This is an optimization exercise on Yosys and OpenROAD, whose aim is small area and a short achievable clock period, not a production implementation. The RTL was checked by simulation tests, not by an equivalence proof against the original design. Power and IR drop assume default switching activity.

==> run.sh <==
#!/bin/bash
# synth_recipe.tcl (not shown) runs the flow's synth.tcl, then flattens the netlist and writes it again
# the make line also repeats each setting of config.mk as NAME=value (left out here)
make -C /OpenROAD-flow-scripts/flow DESIGN_CONFIG=/design/flow/config.mk WORK_HOME=/design/flow/orfs CLKGATE_MAP_FILE= SYNTH_SCRIPT=/design/flow/synth_recipe.tcl finish
==> config.mk <==
export PLATFORM = sky130hd
export DESIGN_NAME = neural_network
export DESIGN_NICKNAME = neural_network
export VERILOG_FILES = /design/flow/design.v
export SDC_FILE = /design/flow/constraint.sdc
export NUM_CORES = 4
export LEC_CHECK = 0
export CAP_MARGIN = 20
export CORE_MARGIN = 2
export CORE_UTILIZATION = 40
export PLACE_DENSITY = 0.7
export SETUP_SLACK_MARGIN = 3.25
export SLEW_MARGIN = 20
export SYNTH_HIERARCHICAL = 1
==> constraint.sdc <==
create_clock -name core_clock -period 9.0 [get_ports {clk}]
set_input_delay 1.8000 -clock core_clock [delete_from_list [all_inputs] [get_ports {clk}]]
set_output_delay 1.8000 -clock core_clock [all_outputs]
set_load 0.01 [all_outputs]
==> design.v <==
module machine (
    input wire clk,
    input wire reset,
    input wire changes,
    output reg st_in,
    output reg st_buff,
    output reg st_out,
    output wire n_in,
    output wire n_hold,
    output wire n_out,
    output wire p_take,
    output wire p_keep
);
assign n_in = ~st_in | reset;
assign n_hold = ~st_buff | reset;
assign n_out = ~st_out | reset;
assign p_take = ~st_buff | reset;
assign p_keep = st_buff | reset;
reg cur_buff, cur_out;
always @(posedge clk) begin
    if (reset) begin
        cur_buff <= 1'b0;
        cur_out <= 1'b0;
        st_in <= 1'b1;
        st_buff <= 1'b0;
        st_out <= 1'b0;
    end else begin
        if (changes) begin
            cur_buff <= ~cur_buff;
            cur_out <= cur_buff;
        end
        st_in <= ~(cur_buff | cur_out);
        st_buff <= cur_buff;
        st_out <= cur_out;
    end
end
endmodule
module shift_register_inputs (
    input wire clk,
    input wire n_in,
    input wire n_hold,
    input wire n_out,
    input wire [7:0] data_in,
    input wire [1:0] selector_output,
    input wire [7:0] s0, s1, s2, s3,
    input wire [3:0] neg_r,
    output reg [7:0] x0, x1, x2, x3,
    output reg [7:0] network_outputs
);
wire [3:0] kill = neg_r | {4{n_out}};
always @(posedge clk) begin
    x0 <= (~data_in | {8{n_in}}) & (x0 | {8{n_hold}}) & (~s0 | {8{kill[0]}});
    x1 <= (x0 | {8{n_in}}) & (x1 | {8{n_hold}}) & (~s1 | {8{kill[1]}});
    x2 <= (x1 | {8{n_in}}) & (x2 | {8{n_hold}}) & (~s2 | {8{kill[2]}});
    x3 <= (x2 | {8{n_in}}) & (x3 | {8{n_hold}}) & (~s3 | {8{kill[3]}});
end
always @(posedge clk) begin
    case (selector_output)
        2'd0: network_outputs <= ~x0;
        2'd1: network_outputs <= ~x1;
        2'd2: network_outputs <= ~x2;
        default: network_outputs <= ~x3;
    endcase
end
endmodule
module register_parameters (
    input wire clk,
    input wire take,
    input wire keep,
    input wire [7:0] data_in,
    output reg [191:0] p
);
always @(posedge clk)
    p <= ({~data_in, p[191:8]} | {192{take}}) & (p | {192{keep}});
endmodule
module perceptron(
    input [7:0] xn0,
    input [7:0] xn1,
    input [7:0] xn2,
    input [7:0] xn3,
    input [7:0] wn0,
    input [7:0] wn1,
    input [7:0] wn2,
    input [7:0] wn3,
    input [7:0] bn,
    input [7:0] thn,
    output [7:0] s,
    output neg_r
);
wire p0 = ~xn0[0] & ~wn0[0];
wire p1 = ~xn0[0] & ~wn0[1];
wire p2 = ~xn0[0] & ~wn0[2];
wire p3 = ~xn0[0] & ~wn0[3];
wire p4 = ~xn0[0] & ~wn0[4];
wire p5 = ~xn0[0] & ~wn0[5];
wire p6 = ~xn0[0] & ~wn0[6];
wire p7 = ~xn0[0] & ~wn0[7];
wire p8 = ~xn0[1] & ~wn0[0];
wire p9 = ~xn0[1] & ~wn0[1];
wire p10 = ~xn0[1] & ~wn0[2];
wire p11 = ~xn0[1] & ~wn0[3];
wire p12 = ~xn0[1] & ~wn0[4];
wire p13 = ~xn0[1] & ~wn0[5];
wire p14 = ~xn0[1] & ~wn0[6];
wire p15 = ~xn0[2] & ~wn0[0];
wire p16 = ~xn0[2] & ~wn0[1];
wire p17 = ~xn0[2] & ~wn0[2];
wire p18 = ~xn0[2] & ~wn0[3];
wire p19 = ~xn0[2] & ~wn0[4];
wire p20 = ~xn0[2] & ~wn0[5];
wire p21 = ~xn0[3] & ~wn0[0];
wire p22 = ~xn0[3] & ~wn0[1];
wire p23 = ~xn0[3] & ~wn0[2];
wire p24 = ~xn0[3] & ~wn0[3];
wire p25 = ~xn0[3] & ~wn0[4];
wire p26 = ~xn0[4] & ~wn0[0];
wire p27 = ~xn0[4] & ~wn0[1];
wire p28 = ~xn0[4] & ~wn0[2];
wire p29 = ~xn0[4] & ~wn0[3];
wire p30 = ~xn0[5] & ~wn0[0];
wire p31 = ~xn0[5] & ~wn0[1];
wire p32 = ~xn0[5] & ~wn0[2];
wire p33 = ~xn0[6] & ~wn0[0];
wire p34 = ~xn0[6] & ~wn0[1];
wire p35 = ~xn0[7] & ~wn0[0];
wire p36 = ~xn1[0] & ~wn1[0];
wire p37 = ~xn1[0] & ~wn1[1];
wire p38 = ~xn1[0] & ~wn1[2];
wire p39 = ~xn1[0] & ~wn1[3];
wire p40 = ~xn1[0] & ~wn1[4];
wire p41 = ~xn1[0] & ~wn1[5];
wire p42 = ~xn1[0] & ~wn1[6];
wire p43 = ~xn1[0] & ~wn1[7];
wire p44 = ~xn1[1] & ~wn1[0];
wire p45 = ~xn1[1] & ~wn1[1];
wire p46 = ~xn1[1] & ~wn1[2];
wire p47 = ~xn1[1] & ~wn1[3];
wire p48 = ~xn1[1] & ~wn1[4];
wire p49 = ~xn1[1] & ~wn1[5];
wire p50 = ~xn1[1] & ~wn1[6];
wire p51 = ~xn1[2] & ~wn1[0];
wire p52 = ~xn1[2] & ~wn1[1];
wire p53 = ~xn1[2] & ~wn1[2];
wire p54 = ~xn1[2] & ~wn1[3];
wire p55 = ~xn1[2] & ~wn1[4];
wire p56 = ~xn1[2] & ~wn1[5];
wire p57 = ~xn1[3] & ~wn1[0];
wire p58 = ~xn1[3] & ~wn1[1];
wire p59 = ~xn1[3] & ~wn1[2];
wire p60 = ~xn1[3] & ~wn1[3];
wire p61 = ~xn1[3] & ~wn1[4];
wire p62 = ~xn1[4] & ~wn1[0];
wire p63 = ~xn1[4] & ~wn1[1];
wire p64 = ~xn1[4] & ~wn1[2];
wire p65 = ~xn1[4] & ~wn1[3];
wire p66 = ~xn1[5] & ~wn1[0];
wire p67 = ~xn1[5] & ~wn1[1];
wire p68 = ~xn1[5] & ~wn1[2];
wire p69 = ~xn1[6] & ~wn1[0];
wire p70 = ~xn1[6] & ~wn1[1];
wire p71 = ~xn1[7] & ~wn1[0];
wire p72 = ~xn2[0] & ~wn2[0];
wire p73 = ~xn2[0] & ~wn2[1];
wire p74 = ~xn2[0] & ~wn2[2];
wire p75 = ~xn2[0] & ~wn2[3];
wire p76 = ~xn2[0] & ~wn2[4];
wire p77 = ~xn2[0] & ~wn2[5];
wire p78 = ~xn2[0] & ~wn2[6];
wire p79 = ~xn2[0] & ~wn2[7];
wire p80 = ~xn2[1] & ~wn2[0];
wire p81 = ~xn2[1] & ~wn2[1];
wire p82 = ~xn2[1] & ~wn2[2];
wire p83 = ~xn2[1] & ~wn2[3];
wire p84 = ~xn2[1] & ~wn2[4];
wire p85 = ~xn2[1] & ~wn2[5];
wire p86 = ~xn2[1] & ~wn2[6];
wire p87 = ~xn2[2] & ~wn2[0];
wire p88 = ~xn2[2] & ~wn2[1];
wire p89 = ~xn2[2] & ~wn2[2];
wire p90 = ~xn2[2] & ~wn2[3];
wire p91 = ~xn2[2] & ~wn2[4];
wire p92 = ~xn2[2] & ~wn2[5];
wire p93 = ~xn2[3] & ~wn2[0];
wire p94 = ~xn2[3] & ~wn2[1];
wire p95 = ~xn2[3] & ~wn2[2];
wire p96 = ~xn2[3] & ~wn2[3];
wire p97 = ~xn2[3] & ~wn2[4];
wire p98 = ~xn2[4] & ~wn2[0];
wire p99 = ~xn2[4] & ~wn2[1];
wire p100 = ~xn2[4] & ~wn2[2];
wire p101 = ~xn2[4] & ~wn2[3];
wire p102 = ~xn2[5] & ~wn2[0];
wire p103 = ~xn2[5] & ~wn2[1];
wire p104 = ~xn2[5] & ~wn2[2];
wire p105 = ~xn2[6] & ~wn2[0];
wire p106 = ~xn2[6] & ~wn2[1];
wire p107 = ~xn2[7] & ~wn2[0];
wire p108 = ~xn3[0] & ~wn3[0];
wire p109 = ~xn3[0] & ~wn3[1];
wire p110 = ~xn3[0] & ~wn3[2];
wire p111 = ~xn3[0] & ~wn3[3];
wire p112 = ~xn3[0] & ~wn3[4];
wire p113 = ~xn3[0] & ~wn3[5];
wire p114 = ~xn3[0] & ~wn3[6];
wire p115 = ~xn3[0] & ~wn3[7];
wire p116 = ~xn3[1] & ~wn3[0];
wire p117 = ~xn3[1] & ~wn3[1];
wire p118 = ~xn3[1] & ~wn3[2];
wire p119 = ~xn3[1] & ~wn3[3];
wire p120 = ~xn3[1] & ~wn3[4];
wire p121 = ~xn3[1] & ~wn3[5];
wire p122 = ~xn3[1] & ~wn3[6];
wire p123 = ~xn3[2] & ~wn3[0];
wire p124 = ~xn3[2] & ~wn3[1];
wire p125 = ~xn3[2] & ~wn3[2];
wire p126 = ~xn3[2] & ~wn3[3];
wire p127 = ~xn3[2] & ~wn3[4];
wire p128 = ~xn3[2] & ~wn3[5];
wire p129 = ~xn3[3] & ~wn3[0];
wire p130 = ~xn3[3] & ~wn3[1];
wire p131 = ~xn3[3] & ~wn3[2];
wire p132 = ~xn3[3] & ~wn3[3];
wire p133 = ~xn3[3] & ~wn3[4];
wire p134 = ~xn3[4] & ~wn3[0];
wire p135 = ~xn3[4] & ~wn3[1];
wire p136 = ~xn3[4] & ~wn3[2];
wire p137 = ~xn3[4] & ~wn3[3];
wire p138 = ~xn3[5] & ~wn3[0];
wire p139 = ~xn3[5] & ~wn3[1];
wire p140 = ~xn3[5] & ~wn3[2];
wire p141 = ~xn3[6] & ~wn3[0];
wire p142 = ~xn3[6] & ~wn3[1];
wire p143 = ~xn3[7] & ~wn3[0];
wire s0_144, c0_145;
csa_fa u146 (~bn[0], p0, p36, s0_144, c0_145);
wire h0_147, k0_148;
csa_ha u149 (p72, p108, h0_147, k0_148);
wire s1_150, c1_151;
csa_fa u152 (~bn[1], p1, p8, s1_150, c1_151);
wire s1_153, c1_154;
csa_fa u155 (p37, p44, p73, s1_153, c1_154);
wire s1_156, c1_157;
csa_fa u158 (p80, p109, p116, s1_156, c1_157);
wire s1_159, c1_160;
csa_fa u161 (k0_148, c0_145, s1_150, s1_159, c1_160);
wire h1_162, k1_163;
csa_ha u164 (s1_153, s1_156, h1_162, k1_163);
wire s2_165, c2_166;
csa_fa u167 (~bn[2], p2, p9, s2_165, c2_166);
wire s2_168, c2_169;
csa_fa u170 (p15, p38, p45, s2_168, c2_169);
wire s2_171, c2_172;
csa_fa u173 (p51, p74, p81, s2_171, c2_172);
wire s2_174, c2_175;
csa_fa u176 (p87, p110, p117, s2_174, c2_175);
wire s2_177, c2_178;
csa_fa u179 (p123, c1_151, c1_154, s2_177, c2_178);
wire s2_180, c2_181;
csa_fa u182 (c1_157, s2_165, s2_168, s2_180, c2_181);
wire s2_183, c2_184;
csa_fa u185 (s2_171, s2_174, k1_163, s2_183, c2_184);
wire s2_186, c2_187;
csa_fa u188 (c1_160, s2_177, s2_180, s2_186, c2_187);
wire s3_189, c3_190;
csa_fa u191 (~bn[3], p3, p10, s3_189, c3_190);
wire s3_192, c3_193;
csa_fa u194 (p16, p21, p39, s3_192, c3_193);
wire s3_195, c3_196;
csa_fa u197 (p46, p52, p57, s3_195, c3_196);
wire s3_198, c3_199;
csa_fa u200 (p75, p82, p88, s3_198, c3_199);
wire s3_201, c3_202;
csa_fa u203 (p93, p111, p118, s3_201, c3_202);
wire s3_204, c3_205;
csa_fa u206 (p124, p129, c2_166, s3_204, c3_205);
wire s3_207, c3_208;
csa_fa u209 (c2_169, c2_172, c2_175, s3_207, c3_208);
wire s3_210, c3_211;
csa_fa u212 (s3_189, s3_192, s3_195, s3_210, c3_211);
wire s3_213, c3_214;
csa_fa u215 (s3_198, s3_201, c2_178, s3_213, c3_214);
wire s3_216, c3_217;
csa_fa u218 (c2_181, s3_204, s3_207, s3_216, c3_217);
wire s3_219, c3_220;
csa_fa u221 (s3_210, c2_184, s3_213, s3_219, c3_220);
wire h3_222, k3_223;
csa_ha u224 (c2_187, s3_216, h3_222, k3_223);
wire s4_225, c4_226;
csa_fa u227 (~bn[4], p4, p11, s4_225, c4_226);
wire s4_228, c4_229;
csa_fa u230 (p17, p22, p26, s4_228, c4_229);
wire s4_231, c4_232;
csa_fa u233 (p40, p47, p53, s4_231, c4_232);
wire s4_234, c4_235;
csa_fa u236 (p58, p62, p76, s4_234, c4_235);
wire s4_237, c4_238;
csa_fa u239 (p83, p89, p94, s4_237, c4_238);
wire s4_240, c4_241;
csa_fa u242 (p98, p112, p119, s4_240, c4_241);
wire s4_243, c4_244;
csa_fa u245 (p125, p130, p134, s4_243, c4_244);
wire s4_246, c4_247;
csa_fa u248 (c3_190, c3_193, c3_196, s4_246, c4_247);
wire s4_249, c4_250;
csa_fa u251 (c3_199, c3_202, s4_225, s4_249, c4_250);
wire s4_252, c4_253;
csa_fa u254 (s4_228, s4_231, s4_234, s4_252, c4_253);
wire s4_255, c4_256;
csa_fa u257 (s4_237, s4_240, s4_243, s4_255, c4_256);
wire s4_258, c4_259;
csa_fa u260 (c3_205, c3_208, c3_211, s4_258, c4_259);
wire s4_261, c4_262;
csa_fa u263 (s4_246, s4_249, s4_252, s4_261, c4_262);
wire s4_264, c4_265;
csa_fa u266 (s4_255, c3_214, c3_217, s4_264, c4_265);
wire s4_267, c4_268;
csa_fa u269 (s4_258, s4_261, k3_223, s4_267, c4_268);
wire h4_270, k4_271;
csa_ha u272 (c3_220, s4_264, h4_270, k4_271);
wire s5_273, c5_274;
csa_fa u275 (~bn[5], p5, p12, s5_273, c5_274);
wire s5_276, c5_277;
csa_fa u278 (p18, p23, p27, s5_276, c5_277);
wire s5_279, c5_280;
csa_fa u281 (p30, p41, p48, s5_279, c5_280);
wire s5_282, c5_283;
csa_fa u284 (p54, p59, p63, s5_282, c5_283);
wire s5_285, c5_286;
csa_fa u287 (p66, p77, p84, s5_285, c5_286);
wire s5_288, c5_289;
csa_fa u290 (p90, p95, p99, s5_288, c5_289);
wire s5_291, c5_292;
csa_fa u293 (p102, p113, p120, s5_291, c5_292);
wire s5_294, c5_295;
csa_fa u296 (p126, p131, p135, s5_294, c5_295);
wire s5_297, c5_298;
csa_fa u299 (p138, c4_226, c4_229, s5_297, c5_298);
wire s5_300, c5_301;
csa_fa u302 (c4_232, c4_235, c4_238, s5_300, c5_301);
wire s5_303, c5_304;
csa_fa u305 (c4_241, c4_244, s5_273, s5_303, c5_304);
wire s5_306, c5_307;
csa_fa u308 (s5_276, s5_279, s5_282, s5_306, c5_307);
wire s5_309, c5_310;
csa_fa u311 (s5_285, s5_288, s5_291, s5_309, c5_310);
wire s5_312, c5_313;
csa_fa u314 (s5_294, c4_247, c4_250, s5_312, c5_313);
wire s5_315, c5_316;
csa_fa u317 (c4_253, c4_256, s5_297, s5_315, c5_316);
wire s5_318, c5_319;
csa_fa u320 (s5_300, s5_303, s5_306, s5_318, c5_319);
wire s5_321, c5_322;
csa_fa u323 (s5_309, c4_259, c4_262, s5_321, c5_322);
wire s5_324, c5_325;
csa_fa u326 (s5_312, s5_315, s5_318, s5_324, c5_325);
wire s5_327, c5_328;
csa_fa u329 (c4_265, s5_321, c4_268, s5_327, c5_328);
wire h5_330, k5_331;
csa_ha u332 (k4_271, s5_324, h5_330, k5_331);
wire s6_333, c6_334;
csa_fa u335 (~bn[6], p6, p13, s6_333, c6_334);
wire s6_336, c6_337;
csa_fa u338 (p19, p24, p28, s6_336, c6_337);
wire s6_339, c6_340;
csa_fa u341 (p31, p33, p42, s6_339, c6_340);
wire s6_342, c6_343;
csa_fa u344 (p49, p55, p60, s6_342, c6_343);
wire s6_345, c6_346;
csa_fa u347 (p64, p67, p69, s6_345, c6_346);
wire s6_348, c6_349;
csa_fa u350 (p78, p85, p91, s6_348, c6_349);
wire s6_351, c6_352;
csa_fa u353 (p96, p100, p103, s6_351, c6_352);
wire s6_354, c6_355;
csa_fa u356 (p105, p114, p121, s6_354, c6_355);
wire s6_357, c6_358;
csa_fa u359 (p127, p132, p136, s6_357, c6_358);
wire s6_360, c6_361;
csa_fa u362 (p139, p141, c5_274, s6_360, c6_361);
wire s6_363, c6_364;
csa_fa u365 (c5_277, c5_280, c5_283, s6_363, c6_364);
wire s6_366, c6_367;
csa_fa u368 (c5_286, c5_289, c5_292, s6_366, c6_367);
wire s6_369, c6_370;
csa_fa u371 (c5_295, s6_333, s6_336, s6_369, c6_370);
wire s6_372, c6_373;
csa_fa u374 (s6_339, s6_342, s6_345, s6_372, c6_373);
wire s6_375, c6_376;
csa_fa u377 (s6_348, s6_351, s6_354, s6_375, c6_376);
wire s6_378, c6_379;
csa_fa u380 (s6_357, c5_298, c5_301, s6_378, c6_379);
wire s6_381, c6_382;
csa_fa u383 (c5_304, c5_307, c5_310, s6_381, c6_382);
wire s6_384, c6_385;
csa_fa u386 (s6_360, s6_363, s6_366, s6_384, c6_385);
wire s6_387, c6_388;
csa_fa u389 (s6_369, s6_372, s6_375, s6_387, c6_388);
wire s6_390, c6_391;
csa_fa u392 (c5_313, c5_316, s6_378, s6_390, c6_391);
wire s6_393, c6_394;
csa_fa u395 (c5_319, s6_381, s6_384, s6_393, c6_394);
wire s6_396, c6_397;
csa_fa u398 (s6_387, c5_322, s6_390, s6_396, c6_397);
wire s6_399, c6_400;
csa_fa u401 (c5_325, s6_393, k5_331, s6_399, c6_400);
wire h6_402, k6_403;
csa_ha u404 (s6_396, c5_328, h6_402, k6_403);
wire x405;
csa_x u406 (~bn[7], p7, x405);
wire x407;
csa_x u408 (p14, p20, x407);
wire x409;
csa_x u410 (p25, p29, x409);
wire x411;
csa_x u412 (p32, p34, x411);
wire x413;
csa_x u414 (p35, p43, x413);
wire x415;
csa_x u416 (p50, p56, x415);
wire x417;
csa_x u418 (p61, p65, x417);
wire x419;
csa_x u420 (p68, p70, x419);
wire x421;
csa_x u422 (p71, p79, x421);
wire x423;
csa_x u424 (p86, p92, x423);
wire x425;
csa_x u426 (p97, p101, x425);
wire x427;
csa_x u428 (p104, p106, x427);
wire x429;
csa_x u430 (p107, p115, x429);
wire x431;
csa_x u432 (p122, p128, x431);
wire x433;
csa_x u434 (p133, p137, x433);
wire x435;
csa_x u436 (p140, p142, x435);
wire x437;
csa_x u438 (p143, x405, x437);
wire x439;
csa_x u440 (x407, x409, x439);
wire x441;
csa_x u442 (x411, x413, x441);
wire x443;
csa_x u444 (x415, x417, x443);
wire x445;
csa_x u446 (x419, x421, x445);
wire x447;
csa_x u448 (x423, x425, x447);
wire x449;
csa_x u450 (x427, x429, x449);
wire x451;
csa_x u452 (x431, x433, x451);
wire x453;
csa_x u454 (x435, c6_334, x453);
wire x455;
csa_x u456 (c6_337, c6_340, x455);
wire x457;
csa_x u458 (c6_343, c6_346, x457);
wire x459;
csa_x u460 (c6_349, c6_352, x459);
wire x461;
csa_x u462 (c6_355, c6_358, x461);
wire x463;
csa_x u464 (x437, x439, x463);
wire x465;
csa_x u466 (x441, x443, x465);
wire x467;
csa_x u468 (x445, x447, x467);
wire x469;
csa_x u470 (x449, x451, x469);
wire x471;
csa_x u472 (x453, x455, x471);
wire x473;
csa_x u474 (x457, x459, x473);
wire x475;
csa_x u476 (x461, x463, x475);
wire x477;
csa_x u478 (x465, x467, x477);
wire x479;
csa_x u480 (x469, c6_361, x479);
wire x481;
csa_x u482 (c6_364, c6_367, x481);
wire x483;
csa_x u484 (x471, x473, x483);
wire x485;
csa_x u486 (x475, x477, x485);
wire x487;
csa_x u488 (c6_370, c6_373, x487);
wire x489;
csa_x u490 (c6_376, x479, x489);
wire x491;
csa_x u492 (x481, x483, x491);
wire x493;
csa_x u494 (x485, x487, x493);
wire x495;
csa_x u496 (x489, x491, x495);
wire x497;
csa_x u498 (c6_379, c6_382, x497);
wire x499;
csa_x u500 (c6_385, x493, x499);
wire x501;
csa_x u502 (c6_388, x495, x501);
wire x503;
csa_x u504 (x497, x499, x503);
wire x505;
csa_x u506 (x501, x503, x505);
wire x507;
csa_x u508 (c6_391, c6_394, x507);
wire x509;
csa_x u510 (x505, x507, x509);
wire x511;
csa_x u512 (c6_397, x509, x511);
wire x513;
csa_x u514 (x511, c6_400, x513);
wire x515;
csa_x u516 (k6_403, x513, x515);
wire [6:0] ra = {s6_399, s5_327, s4_267, s3_219, s2_183, s1_159, s0_144};
wire [6:0] rb = {h6_402, h5_330, h4_270, h3_222, s2_186, h1_162, h0_147};
wire [7:0] lo = {1'b0, ra} + {1'b0, rb};
assign s = {x515 ^ lo[7], lo[6:0]};
wire [7:0] rr = s + thn + 8'd1;
assign neg_r = rr[7];
endmodule
module csa_fa(input a, input b, input c, output s, output co);
assign s = a ^ b ^ c;
assign co = (a & b) | (a & c) | (b & c);
endmodule
module csa_ha(input a, input b, output s, output co);
assign s = a ^ b;
assign co = a & b;
endmodule
module csa_x(input a, input b, output s);
assign s = a ^ b;
endmodule
module neural_network (
    input wire clk,
    input wire reset,
    input wire changes,
    input wire [1:0] selector_output,
    input wire [7:0] data_in,
    output wire [7:0] network_outputs
);
wire st_in, st_buff, st_out;
wire n_in, n_hold, n_out, p_take, p_keep;
machine machine_inst (
    .clk(clk), .reset(reset), .changes(changes),
    .st_in(st_in), .st_buff(st_buff), .st_out(st_out),
    .n_in(n_in), .n_hold(n_hold), .n_out(n_out), .p_take(p_take), .p_keep(p_keep)
);
wire [191:0] p;
register_parameters reg_params_inst (
    .clk(clk), .take(p_take), .keep(p_keep), .data_in(data_in), .p(p)
);
wire [7:0] x0, x1, x2, x3;
wire [7:0] s0, s1, s2, s3;
wire [3:0] neg_r;
shift_register_inputs shift_reg_inst (
    .clk(clk), .n_in(n_in), .n_hold(n_hold), .n_out(n_out),
    .data_in(data_in), .selector_output(selector_output),
    .s0(s0), .s1(s1), .s2(s2), .s3(s3), .neg_r(neg_r),
    .x0(x0), .x1(x1), .x2(x2), .x3(x3),
    .network_outputs(network_outputs)
);
wire [7:0] w00 = p[7:0];
wire [7:0] w01 = p[15:8];
wire [7:0] w02 = p[23:16];
wire [7:0] w03 = p[31:24];
wire [7:0] b0 = p[39:32];
wire [7:0] th0 = p[47:40];
wire [7:0] w10 = p[55:48];
wire [7:0] w11 = p[63:56];
wire [7:0] w12 = p[71:64];
wire [7:0] w13 = p[79:72];
wire [7:0] b1 = p[87:80];
wire [7:0] th1 = p[95:88];
wire [7:0] w20 = p[103:96];
wire [7:0] w21 = p[111:104];
wire [7:0] w22 = p[119:112];
wire [7:0] w23 = p[127:120];
wire [7:0] b2 = p[135:128];
wire [7:0] th2 = p[143:136];
wire [7:0] w30 = p[151:144];
wire [7:0] w31 = p[159:152];
wire [7:0] w32 = p[167:160];
wire [7:0] w33 = p[175:168];
wire [7:0] b3 = p[183:176];
wire [7:0] th3 = p[191:184];
perceptron perceptron0 (.xn0(x0), .xn1(x1), .xn2(x2), .xn3(x3), .wn0(w00), .wn1(w01), .wn2(w02), .wn3(w03), .bn(b0), .thn(th0), .s(s0), .neg_r(neg_r[0]));
perceptron perceptron1 (.xn0(x0), .xn1(x1), .xn2(x2), .xn3(x3), .wn0(w10), .wn1(w11), .wn2(w12), .wn3(w13), .bn(b1), .thn(th1), .s(s1), .neg_r(neg_r[1]));
perceptron perceptron2 (.xn0(x0), .xn1(x1), .xn2(x2), .xn3(x3), .wn0(w20), .wn1(w21), .wn2(w22), .wn3(w23), .bn(b2), .thn(th2), .s(s2), .neg_r(neg_r[2]));
perceptron perceptron3 (.xn0(x0), .xn1(x1), .xn2(x2), .xn3(x3), .wn0(w30), .wn1(w31), .wn2(w32), .wn3(w33), .bn(b3), .thn(th3), .s(s3), .neg_r(neg_r[3]));
endmodule
==> results of run 1 <==
==> timing repair <==
action / in CTS / in global routing
pin swaps: 0 / 1
gates cloned: 0 / 4
resized for setup: 48 / 57
setup buffers: 4 / 14
setup endpoints to repair: 32 / 32
==> cell type report <==
class,count,area [sq um]
flip-flops and latches,237,4820
diodes,1,2.50
clock buffers,37,763
fillers,4706,27500
repair buffers,65,818
clock inverters,12,176
multi-input cells,1611,14900
inverters,46,173
well taps,672,841
==> final timing paths <==
check                                            end  slack (ns)              startpoint
worst max-delay path            shift_reg_inst.x3[1]        3.35  reg_params_inst.p[170]
worst max register to register  shift_reg_inst.x3[1]        3.35  reg_params_inst.p[170]
worst min register to register    machine_inst.st_in        0.46    machine_inst.cur_out
worst min-delay path              machine_inst.st_in        0.46    machine_inst.cur_out
==> cells in the mapped netlist (5+ instances only) <==
cell type,n,share of area
a221oi_1,8,0.0035
o21bai_1,5,0.0019
nand4_1,8,0.0025
inv_1,45,0.0084
xor2_1,236,0.10
buf_2,29,0.0072
mux4_2,8,0.0089
a21oi_1,56,0.014
a21o_1,12,0.0045
nor2_1,602,0.11
o22ai_1,24,0.0074
dfxtp_1,237,0.23
xnor2_1,17,0.0074
nand3_1,12,0.0030
o22a_1,184,0.080
buf_6,19,0.011
ha_1,76,0.047
clkbuf_1,33,0.0061
fa_1,328,0.32
==> modules after synthesis (local to each module, per instance), excerpt <==
module | flip-flops and latches | area (sq um) | cells inside
csa_x | 0 | 8.76 | 1
csa_ha | 0 | 12.5 | 1
csa_fa | 0 | 20.0 | 1
machine | 5 | 179 | 17
perceptron | 0 | 1000 | 205
register_parameters | 192 | 5850 | 435
shift_register_inputs | 40 | 1450 | 133
==> power by group through the flow <==
stage          clock (mW)  sequential (mW)  combinational [mW]
2_1_floorplan           0             1.11              0.0775
3_3_place_gp            0             1.12               0.140
3_5_place_dp            0             1.12               0.142
4_1_cts              1.19             1.09               0.150
5_1_grt              1.22             1.09               0.187
6_report             1.17             1.09               0.180
==> registers in the layout (all words and copies together), names as in the netlist <==
| register | count |
|---|---|
| machine_inst.cur_buff | 1 |
| machine_inst.cur_out | 1 |
| machine_inst.st_buff | 1 |
| machine_inst.st_in | 1 |
| machine_inst.st_out | 1 |
| reg_params_inst.p | 192 |
| shift_reg_inst.network_outputs | 8 |
| shift_reg_inst.x0 | 8 |
| shift_reg_inst.x1 | 8 |
| shift_reg_inst.x2 | 8 |
| shift_reg_inst.x3 | 8 |
==> cells by family (layout without fill, tap and decap cells) <==
group	Yosys count	in the layout	synth area share
AO/OA/AOI/OAI	305	305	0.117
XOR/XNOR	257	257	0.113
adder cells (fa/ha/maj)	404	404	0.372
buffers and inverters	129	160	0.0330
flip-flops	237	237	0.235
multiplexers	9	9	0.00940
other	0	1	0
AND/OR/NAND/NOR	636	636	0.122
==> through the flow <==
step	total power, mW	cell area, sq um
after detailed placement	1.26	21000
after global placement	1.26	21000
after global routing	2.50	22500
after CTS	2.43	22100
after floorplan	1.19	20200
final	2.44	22500
==> routing by layer <==
| layer | vias to the layer above | part of all wire |
|---|---|---|
| met4 | 0 | 0.050 |
| met5 | - | 0 |
| met3 | 234 | 0.10 |
| li1 | 6569 | - |
| met1 | 7904 | 0.38 |
| met2 | 921 | 0.46 |
==> run notes, run 1 <==
The library cell used most frequently in the layout, excluding fill and tap cells, is nor2_1. Measured in cells, the most critical reg-to-reg path has a length of 17. For the H-tree depth, the log shows 1. Based on the critical path, the design can be clocked at up to 177 MHz. Counting stages on the worst path, the most repeated cell is fa_1.

Once detailed placement completed, the half-perimeter wirelength came to 41700 um. The signal on the critical path passes through nor2_1 -> fa_1 -> fa_1 -> fa_1 -> fa_1 -> fa_1 -> ha_1 -> ha_1 -> xnor2_2 -> ha_1 -> a21oi_1 -> nand3_1 -> nor2_1 -> xnor2_1 -> xor2_1 -> nor2_4 -> a21oi_1. Routability-driven placement finished with a final weighted congestion of 0.922. Counting distinct cell types in the post-synthesis netlist gives 33.

The tools report the cell area after technology mapping as 20200 sq um. The run gives 52400 sq um as the area enclosed by the die boundary. On the final layout, the worst clock skew is 0.0124 ns. The worst-case IR drop observed on VDD is 144 uV. The tools report the count of nets after finishing as 2405.

The routed layout has 15600 vias. The x dimension of the die works out to 229 um. Among cell families on the critical path, the largest total delay comes from adder cells. For the met3 demand-to-capacity share in global routing, the log shows 0.0525. The logs give 0 for the total setup violations reported at the end of the flow and 0.312 for the worst-case headroom to the max-slew limit.

I/O pin count: 21. The tools report the via count of the first global-routing pass as 16600. The area growth from synthesis to layout is 11.3%. The number of flops mapped to enable cells by yosys is 0, and the peak fanout along the critical path is 8.

For this design the static power due to leakage is 11.2 nW. The fraction of synthesis flops using an asynchronous set or reset pin is 0. For the worst setup path, the data required time is 9.48 ns. The total clock sinks is 237, and the register share of total power is 0.447. The Yosys step of the flow raised 9 warnings. After synthesis the netlist holds a flip-flop and latch count of 237. The run gives 0.074 as the logic gate share of total power. Data arrives at the worst endpoint at 6.14 ns. Final wirelength: 62400 um.

Counting both buffers and inverters, the worst setup path holds a total of 0. After detailed routing, the number of remaining DRC violations is 0. The share of power burned in the clock network is 0.479, and the internal power consumption is 1.83 mW.

STA classifies the critical path endpoint as a register. The tools report the type of element launching the critical path as a register. Final hold analysis gives a worst-case slack of 0.457 ns. The final standard cell count with taps included and fillers excluded is 2681. Prior to clock tree synthesis, the placed netlist has a worst setup slack of 2.61 ns. The switching power as a share of total power was 0.251; the iteration count of the initial detailed-routing pass was 5.

Among all flip-flop cells after synthesis, the most frequent one is dfxtp_1. The number of antenna violations at the first check in global routing is 0, and the largest stage delay on the critical path is 0.66 ns. The run gives 0 as the hold violation count in the final report.

For the total global routing track utilization, the log shows 0.232. The ratio of cells with drive above 1 in the final layout works out to 0.0832. The first global-routing pass estimated 94100 um of wire. The number of max-slew violations in the final report was 0. Entering global routing, the biggest net connects 97 pins. Number of buffers created by CTS: 27. The run gives 1456 as the DRC marker count from the first detailed-route iteration. Utilization after layout: 0.450. TritonCTS built the clock tree.

Across the run, the number of max-cap violations was 0. For the net count after synthesis, the log shows 2394. After detailed routing, the average wire length per cell comes to 23.3 um. The met1 usage was 0.293; the final period demand of the worst path was 5.65 ns. Setup slack closes at 3.35 ns.

Final worst-path cycle share: 0.628. The run gives 0.611 mW as the power spent charging and discharging nets. The die height is 229 um, and the number of buffers added to fix hold violations after cts is 0. The layer carrying the most global-route usage is met2. After synthesis, the mean cell area works out to 10.2 sq um. The critical path is of the reg -> reg type. The clock reaches the later pin of the worst-skew pair after 0.56 ns. The initial core utilization is 0.404. For this design the ratio of total power to cell area is 108 nW/um^2. The sequential-to-total area share from yosys stat is 0.235. Per-cell via count in the routed design: 5.83.

The total area inside the core boundary comes to 50100 sq um. Setup repair after global routing left no endpoint under its margin. The critical path depth works out to 17.

The tools report the global-route met2 utilization as 0.380. For the pin with the worst max-slew slack, the measured transition is 1.03 ns. The count of buffers added on input and output ports is 20. After clock tree synthesis, the clock-pin slew on the worst setup and hold paths is 0.06 ns.

Root cell of the clock tree: clkbuf_16. The logs give 2609 for the number of instances in the placed design and 1977 for the gate count of the mapped netlist. Summed over all failing endpoints, the final setup total negative slack is 0 ns.

The logs give 3 for the number of buffers between clock root and the deepest sink and 82 for the total number of placement rows. The worst hold path belongs to the class reg -> reg. After global routing the overflow that remains totals 0. The cell count of the worst hold path came out at 1.

The top cell types in the final layout, fill and taps aside, are 597 x nor2_1, 328 x fa_1, 236 x xor2_1. In this run the remaining antenna-violating nets after routing total 0. The highest-delay cell along the critical path was dfxtp_1.

The run finished with no timing, DRC or antenna violations.
==> inputs of run 2 (changes only) <==
--- a/config.mk
+++ b/config.mk
@@ -8,7 +8,6 @@
 export CAP_MARGIN = 20
 export CORE_MARGIN = 2
 export CORE_UTILIZATION = 40
-export PLACE_DENSITY = 0.7
 export SETUP_SLACK_MARGIN = 3.25
 export SLEW_MARGIN = 20
 export SYNTH_HIERARCHICAL = 1
==> run 2 against run 1 <==
Combinational power decreased by 8%. Flip-flop and latch count unchanged. Core utilization decreased by 0.59 points. Hold slack got worse by 0.0064 ns. Power decreased by 3.3%. Cell area decreased by 1.3%. Clock skew increased by 0.023 ns. Die area unchanged. Highest routed layer unchanged.
==> run notes, run 2 <==
The run finished with no timing, DRC or antenna violations. The average cell area after synthesis was 10.2 sq um (unchanged); the cell leakage power was 11.1 nW (was 11.2 nW). The tools report the number of max-slew violations in the final report as 0 (unchanged). Clock-pin transition on the worst setup and hold timing paths: 0.06 ns (about the same).

Cells along the critical path: nor2_1 -> fa_1 -> fa_1 -> fa_1 -> fa_1 -> ha_1 -> ha_1 -> xnor2_2 -> ha_1 -> a21oi_1 -> nand3_1 -> nor2_1 -> xnor2_1 -> xor2_1 -> nor2_2 -> a221oi_1 (was nor2_1 -> fa_1 -> fa_1 -> fa_1 -> fa_1 -> fa_1 -> ha_1 -> ha_1 -> xnor2_2 -> ha_1 -> a21oi_1 -> nand3_1 -> nor2_1 -> xnor2_1 -> xor2_1 -> nor2_4 -> a21oi_1). The transition time of the tightest slew-check pin came out at 1.07 ns (was 1.03 ns). For the number of maximum-capacitance violations, the log shows 0 (unchanged). The logs give 0.451 ns (was 0.457 ns) for the worst hold slack after final layout and 60800 um (was 62400 um) for the final wirelength. For the final standard cell count with taps included and fillers excluded, the log shows 2671 (was 2681). The number of buffers between clock root and the deepest sink was 3 (unchanged); the cell area after technology mapping was 20200 sq um (unchanged). The iteration count of the initial detailed-routing pass is 5 (unchanged), and the hold violation count in the final report is 0 (unchanged). The cell count of the worst hold path is 1 (unchanged), and the power per unit of standard cell area is 106 nW/um^2 (was 108 nW/um^2). The tools report the count of nets after finishing as 2397 (was 2405). TritonCTS built the clock tree. The total clock sinks was 237 (unchanged); the x dimension of the die was 229 um (unchanged). The residual antenna-violating net count after detailed routing is 0 (unchanged). The root cell of the clock tree was clkbuf_16 (unchanged). The largest stage delay on the critical path was 0.88 ns (was 0.66 ns). The highest-delay cell along the critical path is dfxtp_1 (unchanged). The run gives 1255 (was 1456) as the DRC marker count from the first detailed-route iteration. The tools report the first-pass GRT wire length as 93500 um (was 94100 um). The tools report the maximum number of pins on one net before global-route repair as 96 (was 97).

The initial core utilization is 0.404 (unchanged). The register-to-register path setup slack was 3.44 ns (was 3.35 ns); the routed length per instance was 22.8 um (was 23.3 um). The kind of end point of the critical path was a register (unchanged).

The number of flops mapped to enable cells by yosys is 0 (unchanged). Setup repair after global routing could not meet its margin everywhere. The type of the setup path with the least slack was reg -> reg (unchanged). The Yosys warning count is 9 (unchanged), and the die height is 229 um (unchanged).

The type of element launching the critical path is a register (unchanged). The number of diodes added for antenna fixing came out at 0 (was 1). Total number of placement rows: 82 (unchanged).

The library cell appearing most often on the critical path is fa_1 (unchanged). For the remaining routing DRC violations, the log shows 0 (unchanged). Top cells by count, synth: 602 x nor2_1, 328 x fa_1, 237 x dfxtp_1 (unchanged). The logs give 0.0352 ns (was 0.0124 ns) for the final setup skew and 1977 (unchanged) for the gate count of the mapped netlist. The number of distinct library cells after synthesis was 33 (unchanged); the area growth from synthesis to layout was 9.86% (was 11.3%). The number of buffers added to fix hold violations after cts is 0 (unchanged), and the net count after synthesis is 2394 (unchanged). The HPWL reported at the end of detailed placement was 42300 um (was 41700 um). The register with the highest flop count is reg_params_inst.p (unchanged). The run gives 0.59 ns (was 0.56 ns) as the clock latency at the later pin of the worst-skew pair. The critical register-to-register path endpoint is shift_reg_inst.x0[3] (was shift_reg_inst.x3[1]). The total global routing track utilization is 0.233 (was 0.232). The tools report the end point of the most critical hold path as machine_inst.st_in (unchanged). The count of filler cells inserted in the layout came out at 4826 (was 4706).

The number of register bits inferred by synthesis is 237 (unchanged), and the total number of vias is 15000 (was 15600). The area share of the leading cell type in the synthesized netlist works out to 0.325 (unchanged). The final period demand of the worst path was 5.56 ns (was 5.65 ns).

The highest clock rate came out at 180 MHz (was 177 MHz). The utilization after layout was 0.444 (was 0.450); the worst reg-to-reg path cell count was 16 (was 17). The tools report the worst vdd rail ir drop as 127 uV (was 144 uV). The hold path startpoint is machine_inst.cur_out (unchanged).

The peak fanout along the critical path works out to 11 (was 8). The leftover overflow at the end of global routing was 0 (unchanged). The type of the worst min-delay path is reg -> reg (unchanged).

The number of instances in the placed design is 2614 (was 2609). The logs give 1 (unchanged) for the H-tree depth and 0 ns (unchanged) for the final sum of negative setup slack. The commonest register cell after synthesis was dfxtp_1 (unchanged). Most frequent cells in the layout: 598 x nor2_1, 328 x fa_1, 236 x xor2_1 (was 597 x nor2_1, 328 x fa_1, 236 x xor2_1). Number of flip-flops in the largest register: 192 (unchanged). The fraction of synthesis flops using an asynchronous set or reset pin is 0 (unchanged), and the I/O pin count is 21 (unchanged). The logs give 0.918 (was 0.922) for the placer congestion estimate and 50100 sq um (unchanged) for the core area. Cells taking the most area after synthesis: fa_1 32%, dfxtp_1 23%, nor2_1 11% (unchanged). The run gives 0.235 (unchanged) as the sequential-to-total area share from yosys stat.

Most area-hungry cell type in the Yosys netlist: fa_1 (unchanged). The leading cell type in the layout, fill and taps excluded was nor2_1 (unchanged). The tools report the total setup violations reported at the end of the flow as 0 (unchanged). The area enclosed by the die boundary came out at 52400 sq um (unchanged).

The worst path required time was 9.49 ns (was 9.48 ns); the worst-case headroom to the max-slew limit was 0.286 (was 0.312). Via count of the first global-routing pass: 15900 (was 16600). The per-cell via count in the routed design works out to 5.63 (was 5.83).

The run gives 1 (was 0) as the number of antenna violations at the first check in global routing. The number of buffer and inverter stages on the critical path is 0 (unchanged). The critical path arrival is 6.04 ns (was 6.14 ns), and the count of buffers inserted at the top-level ports is 20 (unchanged). The tools report the startpoint of the worst register-to-register path as shift_reg_inst.x2[6] (was reg_params_inst.p[170]). The ratio of cells with drive above 1 in the final layout came out at 0.0690 (was 0.0832). The cell with the most instances after synthesis is nor2_1 (unchanged). The number of buffers created by CTS is 27 (unchanged). The cell family with the largest share of critical-path delay is adder cells (unchanged). Final worst-path cycle share: 0.617 (was 0.628).
## run 2: Yosys stat by module, one instance, submodules excluded, excerpt
module	area (sq um)	cells inside	times used
register_parameters	5850	435	1
perceptron	1000	205	4
csa_x	8.76	1	224
machine	179	17	1
csa_fa	20.0	1	324
csa_ha	12.5	1	24
shift_register_inputs	1450	133	1
## run 2: metal layers
metal | GRT usage | part of all wire | up-vias
met2 | 0.367 | 0.45 | 662
met5 | 0 | 0 | -
li1 | - | - | 6560
met3 | 0.0444 | 0.079 | 184
met4 | 0.123 | 0.061 | 0
met1 | 0.305 | 0.41 | 7625
## run 2: layout make-up
cell class | instances | area, sq um | share of cell area
multi-input cells | 1611 | 14900 | 0.670
flip-flops and latches | 237 | 4810 | 0.216
well taps | 672 | 841 | 0.0378
clock buffers | 35 | 736 | 0.0331
repair buffers | 57 | 644 | 0.0290
inverters | 46 | 173 | 0.00777
clock inverters | 13 | 134 | 0.00602
## run 2: how the worst max path moves through the flow
stage / from / end / slack [ns] / cells after the start
floorplan: shift_reg_inst.x2[1] / shift_reg_inst.x0[0] / 3.57 / 18
global placement: shift_reg_inst.x1[0] / shift_reg_inst.x2[0] / 2.77 / 18
detailed placement: shift_reg_inst.x1[0] / shift_reg_inst.x3[1] / 2.67 / 18
CTS: shift_reg_inst.x0[1] / shift_reg_inst.x3[5] / 3.27 / 19
global route: shift_reg_inst.x0[0] / shift_reg_inst.x3[5] / 3.24 / 19
finish: shift_reg_inst.x2[6] / shift_reg_inst.x0[3] / 3.44 / 16
## run 2: cells by family (layout without fill, tap and decap cells)
family                   after synthesis  count (layout)  share of synthesized area
adder cells (fa/ha/maj)              404             404                      0.372
flip-flops                           237             237                      0.235
AO/OA/AOI/OAI                        305             305                      0.117
buffers and inverters                129             151                     0.0330
multiplexers                           9               9                    0.00940
XOR/XNOR                             257             257                      0.113
AND/OR/NAND/NOR                      636             636                      0.122
## run 2: timing repair
action | CTS | global route
gates cloned | 0 | 1
endpoints found under the setup margin | 32 | 32
resized for setup | 29 | 55
buffers inserted | 0 | 8
pin swaps | 0 | 2
## run 2: through the flow
step | area (sq um) | total power, mW | setup slack (ns)
2_1_floorplan | 20200 | 1.19 | 3.57
3_3_place_gp | 21000 | 1.26 | 2.77
3_5_place_dp | 21000 | 1.26 | 2.67
4_1_cts | 21900 | 2.37 | 3.27
5_1_grt | 22200 | 2.43 | 3.24
6_report | 22200 | 2.36 | 3.44
## run 2: report_power, final
part	internal, mW	total, mW	switching, mW
Combinational	0.0516	0.166	0.115
Sequential	1.06	1.09	0.0280
Clock	0.633	1.10	0.470
==> inputs of run 3 (changes only) <==
--- a/config.mk
+++ b/config.mk
@@ -8,6 +8,7 @@
 export CAP_MARGIN = 20
 export CORE_MARGIN = 2
 export CORE_UTILIZATION = 40
+export PLACE_DENSITY = 0.8
 export SETUP_SLACK_MARGIN = 3.25
 export SLEW_MARGIN = 20
 export SYNTH_HIERARCHICAL = 1
==> run 3 against run 2 <==
Clock skew fell by 0.024 ns. Core utilization rose by 0.57 points. Combinational power rose by 13%. Clock-buffer cell count did not move. Cell area increased by 1.3%. Maximum frequency is 1.0% lower. Power decreased by 0.15%. Via count increased by 6.7%. Largest cell class unchanged. Largest power group is now registers.
==> run notes, run 3 <==
The run finished with no timing, DRC or antenna violations. The average cell area after synthesis works out to 10.2 sq um (unchanged). Main combinational cell family by area after synthesis: adder cells (unchanged).

The worst reg-to-reg path cell count was 20 (was 16). The total number of vias came out at 16000 (was 15000). The type of the setup path with the least slack is reg -> reg (unchanged).

The number of max-slew violations in the final report came out at 0 (unchanged). The maximum number of pins on one net before global-route repair is 102 (was 96), and the worst hold slack after final layout is 0.459 ns (was 0.451 ns). The final period demand of the worst path is 5.61 ns (was 5.56 ns). TritonCTS built the clock tree. The run gives 0.404 (unchanged) as the initial core utilization.

The number of antenna violations at the first check in global routing was 0 (was 1); the worst-case setup margin in the final layout was 3.39 ns (was 3.44 ns). The HPWL reported at the end of detailed placement is 41200 um (was 42300 um), and the ratio of cells with drive above 1 in the final layout is 0.0858 (was 0.0690). The compound-gate portion of the synthesized area was 0.117 (unchanged); the hold violation count in the final report was 0 (unchanged). The run gives 0 (unchanged) as the number of maximum-capacitance violations. For the worst-case headroom to the max-slew limit, the log shows 0.241 (was 0.286).

The number of flip-flops in the largest register is 192 (unchanged). Most frequent cells in the layout: 597 x nor2_1, 328 x fa_1, 236 x xor2_1 (was 598 x nor2_1, 328 x fa_1, 236 x xor2_1). The commonest register cell after synthesis is dfxtp_1 (unchanged). The total global routing track utilization came out at 0.228 (was 0.233). The cell with the most instances after synthesis was nor2_1 (unchanged). Cells taking the most area after synthesis: fa_1 32%, dfxtp_1 23%, nor2_1 11% (unchanged). For the count of nets after finishing, the log shows 2403 (was 2397). The root cell of the clock tree was clkbuf_16 (unchanged). The final sum of negative setup slack was 0 ns (unchanged); the power per unit of standard cell area was 105 nW/um^2 (was 106 nW/um^2).

Top cells by count, synth: 602 x nor2_1, 328 x fa_1, 237 x dfxtp_1 (unchanged). The cell leakage power was 11.2 nW (was 11.1 nW); the area share of the leading cell type in the synthesized netlist was 0.325 (unchanged). The register with the highest flop count is reg_params_inst.p (unchanged).

The critical register-to-register path endpoint was shift_reg_inst.x2[7] (was shift_reg_inst.x0[3]). The register cell area after layout was 4820 sq um (was 4810 sq um). The kind of end point of the critical path is a register (unchanged). The number of register bits inferred by synthesis was 237 (unchanged). The peak fanout along the critical path works out to 17 (was 11). The leftover overflow at the end of global routing was 0 (unchanged). The cell area after technology mapping was 20200 sq um (unchanged); the DRC marker count from the first detailed-route iteration was 1642 (was 1255). The remaining routing DRC violations came out at 0 (unchanged). The gate count of the mapped netlist came out at 1977 (unchanged). Setup repair after global routing left no endpoint under its margin. The area growth from synthesis to layout came out at 11.3% (was 9.86%). The placer congestion estimate was 0.955 (was 0.918); the proportion of synthesized area in mux cells was 0.00940 (unchanged). The parity-gate share of the synthesized area counting xor and xnor cells is 0.113 (unchanged). The per-cell via count in the routed design works out to 5.99 (was 5.63). The run gives 0.0111 ns (was 0.0352 ns) as the final setup skew. The H-tree depth came out at 1 (unchanged). The run gives 15000 sq um (was 14900 sq um) as the total area of multi-input combinational cells.

The logs give 237 (unchanged) for the total clock sinks and 0.450 (was 0.444) for the utilization after layout. For the first-pass GRT wire length, the log shows 93400 um (was 93500 um). The simple-gate portion of the synthesized area is 0.122 (unchanged), and the minimum setup slack after placement is 2.65 ns (was 2.67 ns).

Net count after synthesis: 2394 (unchanged). The tools report the via count of the first global-routing pass as 16700 (was 15900). Fraction of synthesis flops using an asynchronous set or reset pin: 0 (unchanged).

The highest clock rate was 178 MHz (was 180 MHz). The critical path arrival was 6.09 ns (was 6.04 ns). The clock latency at the later pin of the worst-skew pair is 0.56 ns (was 0.59 ns), and the core area is 50100 sq um (unchanged). The most area-hungry cell type in the Yosys netlist was fa_1 (unchanged). The clock-pin transition on the worst setup and hold timing paths is 0.06 ns (about the same), and the register-to-register path setup slack is 3.39 ns (was 3.44 ns). Number of buffers created by CTS: 25 (was 27).

End point of the most critical hold path: machine_inst.st_in (unchanged). For the number of buffers between clock root and the deepest sink, the log shows 3 (unchanged). The total setup violations reported at the end of the flow is 0 (unchanged), and the iteration count of the initial detailed-routing pass is 8 (was 5). Type of the worst min-delay path: reg -> reg (unchanged). The synthesized-area fraction occupied by adder cells is 0.372 (unchanged), and the I/O pin count is 21 (unchanged). The final worst-path cycle share is 0.624 (was 0.617).

The sequential-to-total area share from yosys stat is 0.235 (unchanged). The area enclosed by the die boundary was 52400 sq um (unchanged). The tools report the worst path required time as 9.48 ns (was 9.49 ns). Leading cell type in the layout, fill and taps excluded: nor2_1 (unchanged). The x dimension of the die is 229 um (unchanged). The count of buffers inserted at the top-level ports came out at 20 (unchanged). The tools report the number of buffers added to fix hold violations after cts as 0 (unchanged).

The residual antenna-violating net count after detailed routing is 0 (unchanged). The run gives 63900 um (was 60800 um) as the final wirelength. The logs give 147 uV (was 127 uV) for the worst vdd rail ir drop and 33 (unchanged) for the number of distinct library cells after synthesis. The Yosys warning count was 9 (unchanged). The routed length per instance works out to 23.9 um (was 22.8 um).

The type of element launching the critical path is a register (unchanged). The transition time of the tightest slew-check pin is 1.14 ns (was 1.07 ns). Number of flops mapped to enable cells by yosys: 0 (unchanged). Die height: 229 um (unchanged).

For the total number of placement rows, the log shows 82 (unchanged). The hold path startpoint was machine_inst.cur_out (unchanged). The cell count of the worst hold path came out at 1 (unchanged). The startpoint of the worst register-to-register path is shift_reg_inst.x0[0] (was shift_reg_inst.x2[6]). The tools report the final total power as 2.35 mW (was 2.36 mW). For the count of filler cells inserted in the layout, the log shows 4519 (was 4826).
run 3: cell counts after synthesis:
Identical to the previous run, type by type.
run 3: worst max path at each step:
stage,from,to,slack [ns]
final,shift_reg_inst.x0[0],shift_reg_inst.x2[7],3.39
after global routing,shift_reg_inst.x0[0],shift_reg_inst.x3[1],3.21
after CTS,reg_params_inst.p[96],shift_reg_inst.x2[5],3.26
after detailed placement,shift_reg_inst.x1[0],shift_reg_inst.x2[7],2.65
after global placement,shift_reg_inst.x1[1],shift_reg_inst.x0[2],2.82
after floorplan,shift_reg_inst.x2[1],shift_reg_inst.x0[0],3.57
run 3: per-module statistics from Yosys (local to each module, per instance), excerpt:
module                 times used  flops+latches  cells inside  area (sq um)
csa_fa                        324              0             1          20.0
csa_ha                         24              0             1          12.5
perceptron                      4              0           205          1000
machine                         1              5            17           179
register_parameters             1            192           435          5850
csa_x                         224              0             1          8.76
shift_register_inputs           1             40           133          1450
run 3: per-layer routing:
| layer | share of wire | GRT usage | up-vias |
|---|---|---|---|
| li1 | - | - | 6569 |
| met1 | 0.36 | 0.282 | 8007 |
| met2 | 0.45 | 0.374 | 1148 |
| met3 | 0.12 | 0.0524 | 321 |
| met4 | 0.069 | 0.114 | 0 |
| met5 | 0 | 0 | - |
run 3: logic make-up (layout without fill, tap and decap cells):
kind of cell | Yosys count | in the layout
xor gates and xnor gates | 257 | 257
buffers and inverters | 129 | 157
adders and majority gates | 404 | 404
DFF | 237 | 237
and+or+nand+nor | 636 | 636
muxes | 9 | 9
AOI/OAI and AO/OA | 305 | 305
other | 0 | 1
run 3: worst max-delay path: stages (launching register included):
cell and delay (ns):
dfxtp_2 0.41, buf_12 0.22, buf_4 0.14, nor2_1 0.05
fa_1 0.47, fa_1 0.45, fa_1 0.41, fa_1 0.48
ha_1 0.21, ha_1 0.22, fa_1 0.51, ha_2 0.31
xnor2_2 0.20, ha_1 0.30, a21oi_1 0.19, nand3_1 0.09
nor2_1 0.13, xnor2_1 0.15, xor2_1 0.26, nor2_4 0.09
a21oi_1 0.21
run 3: power by group:
group / switching (mW) / internal [mW] / total (mW)
logic: 0.126 / 0.0621 / 0.188
registers: 0.0302 / 1.06 / 1.09
clock network: 0.454 / 0.621 / 1.07
run 3: per-stage QoR:
step                      cell area (sq um)  std cells
after floorplan                       20200       1977
after global placement                21000       2610
after detailed placement              21000       2610
after CTS                             21900       2656
after global routing                  22500       2677
final                                 22500       2678
run 3: final cells by class:
class	count	share of cell area
antenna	1	0.000111
clock buffer	35	0.0321
sequential	237	0.214
multi-input combinational	1611	0.665
tap	672	0.0374
timing repair buffer	65	0.0382
inverter	46	0.00767
clock inverter	11	0.00556
run 3: repair_timing:
action | 4_1_cts | 5_1_grt
buffers inserted | 0 | 13
gates resized for setup | 29 | 97
cloned | 0 | 8
pin swaps | 0 | 4
setup endpoints to repair | 32 | 32
==> inputs of run 4 (changes only) <==
==> flow/run.sh (new file) <==
#!/bin/bash
# The standard layout with its standard synthesis unchanged; the only
# difference is MATCH_CELL_FOOTPRINT=0, which lets timing repair resize cells
# to footprints other than the one synthesis chose. ORFS writes each tool's
# log under orfs/logs; make's own output goes to standard.log.
set -euo pipefail
bash standard.sh MATCH_CELL_FOOTPRINT=0 finish > standard.log 2>&1
==> standard.sh (new file) <==
#!/bin/bash
# synth_recipe.tcl (not shown) runs the flow's synth.tcl, then flattens the netlist and writes it again
# the make line also repeats each setting of config.mk as NAME=value (left out here)
make -C /OpenROAD-flow-scripts/flow DESIGN_CONFIG=/design/flow/config.mk WORK_HOME=/design/flow/orfs CLKGATE_MAP_FILE= SYNTH_SCRIPT=/design/flow/synth_recipe.tcl "${@:-finish}"
--- a/config.mk
+++ b/config.mk
@@ -8,7 +8,6 @@
 export CAP_MARGIN = 20
 export CORE_MARGIN = 2
 export CORE_UTILIZATION = 40
-export PLACE_DENSITY = 0.8
 export SETUP_SLACK_MARGIN = 3.25
 export SLEW_MARGIN = 20
 export SYNTH_HIERARCHICAL = 1
removed: run.sh
==> run 4 against run 3 <==
Still clean on timing, DRC and antenna. Synthesized cell count did not move. Cell count fell by 0.26%. Hold slack got worse by 0.0075 ns. Synthesized area did not move. Cell area fell by 1.3%. First-iteration DRC count fell by 24%. Maximum frequency rose by 1.0%. Critical path depth fell by 4. Sequential share of layout area rose by 0.20 points. Routed wire length fell by 4.9%. Critical path type unchanged. Largest power group is now the clock network. Highest routed layer unchanged.
==> run notes, run 4 <==
The synthesized-area fraction occupied by adder cells is 0.372 (unchanged), and the final setup skew is 0.0352 ns (was 0.0111 ns). The die height works out to 229 um (unchanged). Type of element launching the critical path: a register (unchanged).

For the total number of placement rows, the log shows 82 (unchanged). The average cell area after synthesis is 10.2 sq um (unchanged), and the number of instances in the placed design is 2614 (was 2610). For the utilization after layout, the log shows 0.444 (was 0.450).

The leading cell type in the layout, fill and taps excluded was nor2_1 (unchanged). The area growth from synthesis to layout works out to 9.86% (was 11.3%). The final worst-path cycle share was 0.617 (was 0.624); the count of filler cells inserted in the layout was 4826 (was 4519).

The number of max-slew violations in the final report came out at 0 (unchanged). The total global routing track utilization was 0.233 (was 0.228); the peak fanout along the critical path was 11 (was 17). The residual antenna-violating net count after detailed routing came out at 0 (unchanged). Setup repair after global routing could not meet its margin everywhere. For the register-to-register path setup slack, the log shows 3.44 ns (was 3.39 ns). The run gives 50100 sq um (unchanged) as the core area. The fraction of synthesis flops using an asynchronous set or reset pin came out at 0 (unchanged). The tools report the last element of the critical path as shift_reg_inst.x0[3] (was shift_reg_inst.x2[7]). The placed cell area is 21000 sq um (about the same), and the sequential-to-total area share from yosys stat is 0.235 (unchanged). The clock-pin transition on the worst setup and hold timing paths is 0.06 ns (about the same).

The type of the worst min-delay path is reg -> reg (unchanged). The timing startpoint of the critical path was shift_reg_inst.x2[6] (was shift_reg_inst.x0[0]). The number of buffers created by CTS is 27 (was 25), and the total clock sinks is 237 (unchanged). The logs give 3 (unchanged) for the number of buffers between clock root and the deepest sink and 9 (unchanged) for the Yosys warning count. The number of flip-flops in the largest register works out to 192 (unchanged).

The number of antenna violations at the first check in global routing was 1 (was 0); the ratio of cells with drive above 1 in the final layout was 0.0690 (was 0.0858). The via count of the first global-routing pass was 15900 (was 16700). The tools report the I/O pin count as 21 (unchanged).

The register with the highest flop count is reg_params_inst.p (unchanged). The final standard cell count with taps included and fillers excluded was 2671 (was 2678). The proportion of synthesized area in mux cells works out to 0.00940 (unchanged). The tools report the net count after synthesis as 2394 (unchanged). Power per unit of standard cell area: 106 nW/um^2 (was 105 nW/um^2). The worst-case setup margin in the final layout was 3.44 ns (was 3.39 ns); the worst reg-to-reg path cell count was 16 (was 20). The x dimension of the die was 229 um (unchanged); the clock latency at the later pin of the worst-skew pair was 0.59 ns (was 0.56 ns).

The tools report the critical register-to-register path endpoint as shift_reg_inst.x0[3] (was shift_reg_inst.x2[7]). Type of the setup path with the least slack: reg -> reg (unchanged). The tools report the total number of vias as 15000 (was 16000). The hold violation count in the final report was 0 (unchanged); the total setup violations reported at the end of the flow was 0 (unchanged).

For the final total power, the log shows 2.36 mW (was 2.35 mW). The logs give 6.04 ns (was 6.09 ns) for the critical path arrival and 2.67 ns (was 2.65 ns) for the minimum setup slack after placement. The area share of the leading cell type in the synthesized netlist came out at 0.325 (unchanged). The routed length per instance is 22.8 um (was 23.9 um). Root cell of the clock tree: clkbuf_16 (unchanged). Cells taking the most area after synthesis: fa_1 32%, dfxtp_1 23%, nor2_1 11% (unchanged). The final wirelength was 60800 um (was 63900 um). The maximum number of pins on one net before global-route repair was 96 (was 102). For the register cell area after layout, the log shows 4810 sq um (was 4820 sq um).

The run gives 93500 um (was 93400 um) as the first-pass GRT wire length. The tools report the gate count of the mapped netlist as 1977 (unchanged). The placer congestion estimate was 0.918 (was 0.955). The tools report the worst vdd rail ir drop as 127 uV (was 147 uV). For the DRC marker count from the first detailed-route iteration, the log shows 1255 (was 1642).

The count of buffers inserted at the top-level ports was 20 (unchanged). The startpoint of the worst register-to-register path was shift_reg_inst.x2[6] (was shift_reg_inst.x0[0]). The final period demand of the worst path is 5.56 ns (was 5.61 ns). The kind of end point of the critical path is a register (unchanged). The main combinational cell family by area after synthesis was adder cells (unchanged).

The most area-hungry cell type in the Yosys netlist was fa_1 (unchanged). The number of maximum-capacitance violations was 0 (unchanged); the worst path required time was 9.49 ns (was 9.48 ns). The area enclosed by the die boundary was 52400 sq um (unchanged). The run gives 5 (was 8) as the iteration count of the initial detailed-routing pass. The tools report the leftover overflow at the end of global routing as 0 (unchanged). The run finished with no timing, DRC or antenna violations. H-tree depth: 1 (unchanged). The tools report the summed area of non-filler cells in the final layout as 22200 sq um (was 22500 sq um).

TritonCTS built the clock tree. The per-cell via count in the routed design is 5.63 (was 5.99). Compound-gate portion of the synthesized area: 0.117 (unchanged).

The simple-gate portion of the synthesized area was 0.122 (unchanged). The initial core utilization was 0.404 (unchanged). Most frequent cells in the layout: 598 x nor2_1, 328 x fa_1, 236 x xor2_1 (was 597 x nor2_1, 328 x fa_1, 236 x xor2_1). The cell area after technology mapping came out at 20200 sq um (unchanged). The number of diodes added for antenna fixing was 0 (was 1).

The highest clock rate came out at 180 MHz (was 178 MHz). The cell with the most instances after synthesis is nor2_1 (unchanged). For the final sum of negative setup slack, the log shows 0 ns (unchanged). The total area of multi-input combinational cells was 14900 sq um (was 15000 sq um); the transition time of the tightest slew-check pin was 1.07 ns (was 1.14 ns). Hold path startpoint: machine_inst.cur_out (unchanged). The logs give 2397 (was 2403) for the count of nets after finishing and 0.451 ns (was 0.459 ns) for the worst hold slack after final layout. Commonest register cell after synthesis: dfxtp_1 (unchanged). The number of flops mapped to enable cells by yosys was 0 (unchanged). Top cells by count, synth: 602 x nor2_1, 328 x fa_1, 237 x dfxtp_1 (unchanged).

The HPWL reported at the end of detailed placement came out at 42300 um (was 41200 um). The number of register bits inferred by synthesis works out to 237 (unchanged). The number of buffers added to fix hold violations after cts is 0 (unchanged), and the parity-gate share of the synthesized area counting xor and xnor cells is 0.113 (unchanged). The run gives 33 (unchanged) as the number of distinct library cells after synthesis.

The remaining routing DRC violations was 0 (unchanged). The logs give 11.1 nW (was 11.2 nW) for the cell leakage power and 0.286 (was 0.241) for the worst-case headroom to the max-slew limit.
==> run 4: cell types whose count changed in the layout (fill, tap and decap cells not counted), moves of 4 or more <==
cell / before / now
dfxtp_1: 197 / 211
dfxtp_2: 28 / 14
a221oi_1: 2 / 8
a221oi_2: 6 / 0
buf_12: 11 / 6
clkbuf_16: 33 / 28
buf_8: 2 / 6
==> run 4: logic make-up (layout without fill, tap and decap cells) <==
logic type | after synthesis | count (layout)
DFF | 237 | 237
buffers and inverters | 129 | 151
and+or+nand+nor | 636 | 636
adders and majority gates | 404 | 404
xor gates and xnor gates | 257 | 257
AOI/OAI and AO/OA | 305 | 305
muxes | 9 | 9
==> run 4: timing repair <==
action / 4_1_cts / 5_1_grt
hold endpoints to repair: 0 / 0
buffers inserted: 0 / 8
endpoints found under the setup margin: 32 / 32
gates cloned: 0 / 1
pin swaps: 0 / 2
gates resized for setup: 30 / 55
==> run 4: modules after synthesis (local to each module, per instance), excerpt <==
module                 cells  cell area [sq um]  flip-flops and latches
csa_ha                     1               12.5                       0
shift_register_inputs    133               1450                      40
register_parameters      435               5850                     192
perceptron               205               1000                       0
machine                   17                179                       5
csa_fa                     1               20.0                       0
csa_x                      1               8.76                       0
==> run 4: worst min path at each step <==
stage	end	slack (ns)	cells past startpoint
2_1_floorplan	machine_inst.st_in	0.42	1
3_3_place_gp	machine_inst.st_in	0.44	1
3_5_place_dp	machine_inst.st_in	0.44	1
4_1_cts	machine_inst.st_in	0.45	1
5_1_grt	machine_inst.st_in	0.47	1
6_report	machine_inst.st_in	0.45	1
==> run 4: metal layers <==
| metal | track usage | wire [um] |
|---|---|---|
| met2 | 0.367 | 27100 |
| met4 | 0.123 | 3700 |
| met5 | 0 | 0 |
| met3 | 0.0444 | 4830 |
| met1 | 0.305 | 25100 |
==> run 4: cell type report <==
class,count,share of cell area
clock buffer,35,0.0331
clock inverter,13,0.00602
inverter,46,0.00777
multi-input combinational,1611,0.670
sequential,237,0.216
tap,672,0.0378
timing repair buffer,57,0.0290
==> run 4: critical path, stage by stage (launching register included) <==
cell and delay (ns):
dfxtp_1 0.88, nor2_1 0.15, fa_1 0.60, fa_1 0.46, fa_1 0.54, fa_1 0.51, ha_1 0.31, ha_1 0.36
xnor2_2 0.22, ha_1 0.30, a21oi_1 0.15, nand3_1 0.09, nor2_1 0.12, xnor2_1 0.15, xor2_1 0.19, nor2_2 0.10
a221oi_1 0.31
==> run 4: where the power goes <==
part / internal [mW] / switching, mW / leakage (nW)
Combinational: 0.0516 / 0.115 / 8.79
Sequential: 1.06 / 0.0280 / 1.92
Clock: 0.633 / 0.470 / 0.422
Total: 1.75 / 0.612 / 11.1

==> what the ideal ports hide <==
The flow's constraints put no driver on any port. The routed layouts listed below were extracted and timed again, unchanged, in two steps. Step 1 sets driving cells, clkbuf_16 on the clock port and buf_2 on the other inputs (assumed; they add their load-dependent delay and slew). Step 2 times the ports against the registers' clock, not the clock port: input delays grow and output delays shrink by t, the midpoint of the rising clock arrivals with the driver on. Slacks: no drivers / after step 1 / after step 2; pairs: no drivers / after step 1.
| run | t (ns) | slack for setup (ns) | worst hold slack (ns) | clock arrival spread, ns | worst data-port slew with drivers (ns) |
|---|---|---|---|---|---|
| run 1 | 0.611 | 3.348 / 3.348 / 3.348 | 0.457 / 0.457 / 0.457 | 0.013 / 0.013 | 0.03 |
| run 2 | 0.622 | 3.443 / 3.443 / 3.443 | 0.451 / 0.451 / 0.451 | 0.035 / 0.036 | 0.04 |
| run 3 | 0.605 | 3.387 / 3.387 / 3.387 | 0.459 / 0.459 / 0.459 | 0.012 / 0.012 | 0.05 |
| run 4 | 0.622 | 3.443 / 3.443 / 3.443 | 0.451 / 0.451 / 0.451 | 0.035 / 0.036 | 0.04 |
After both steps setup and hold are still met in every run listed.
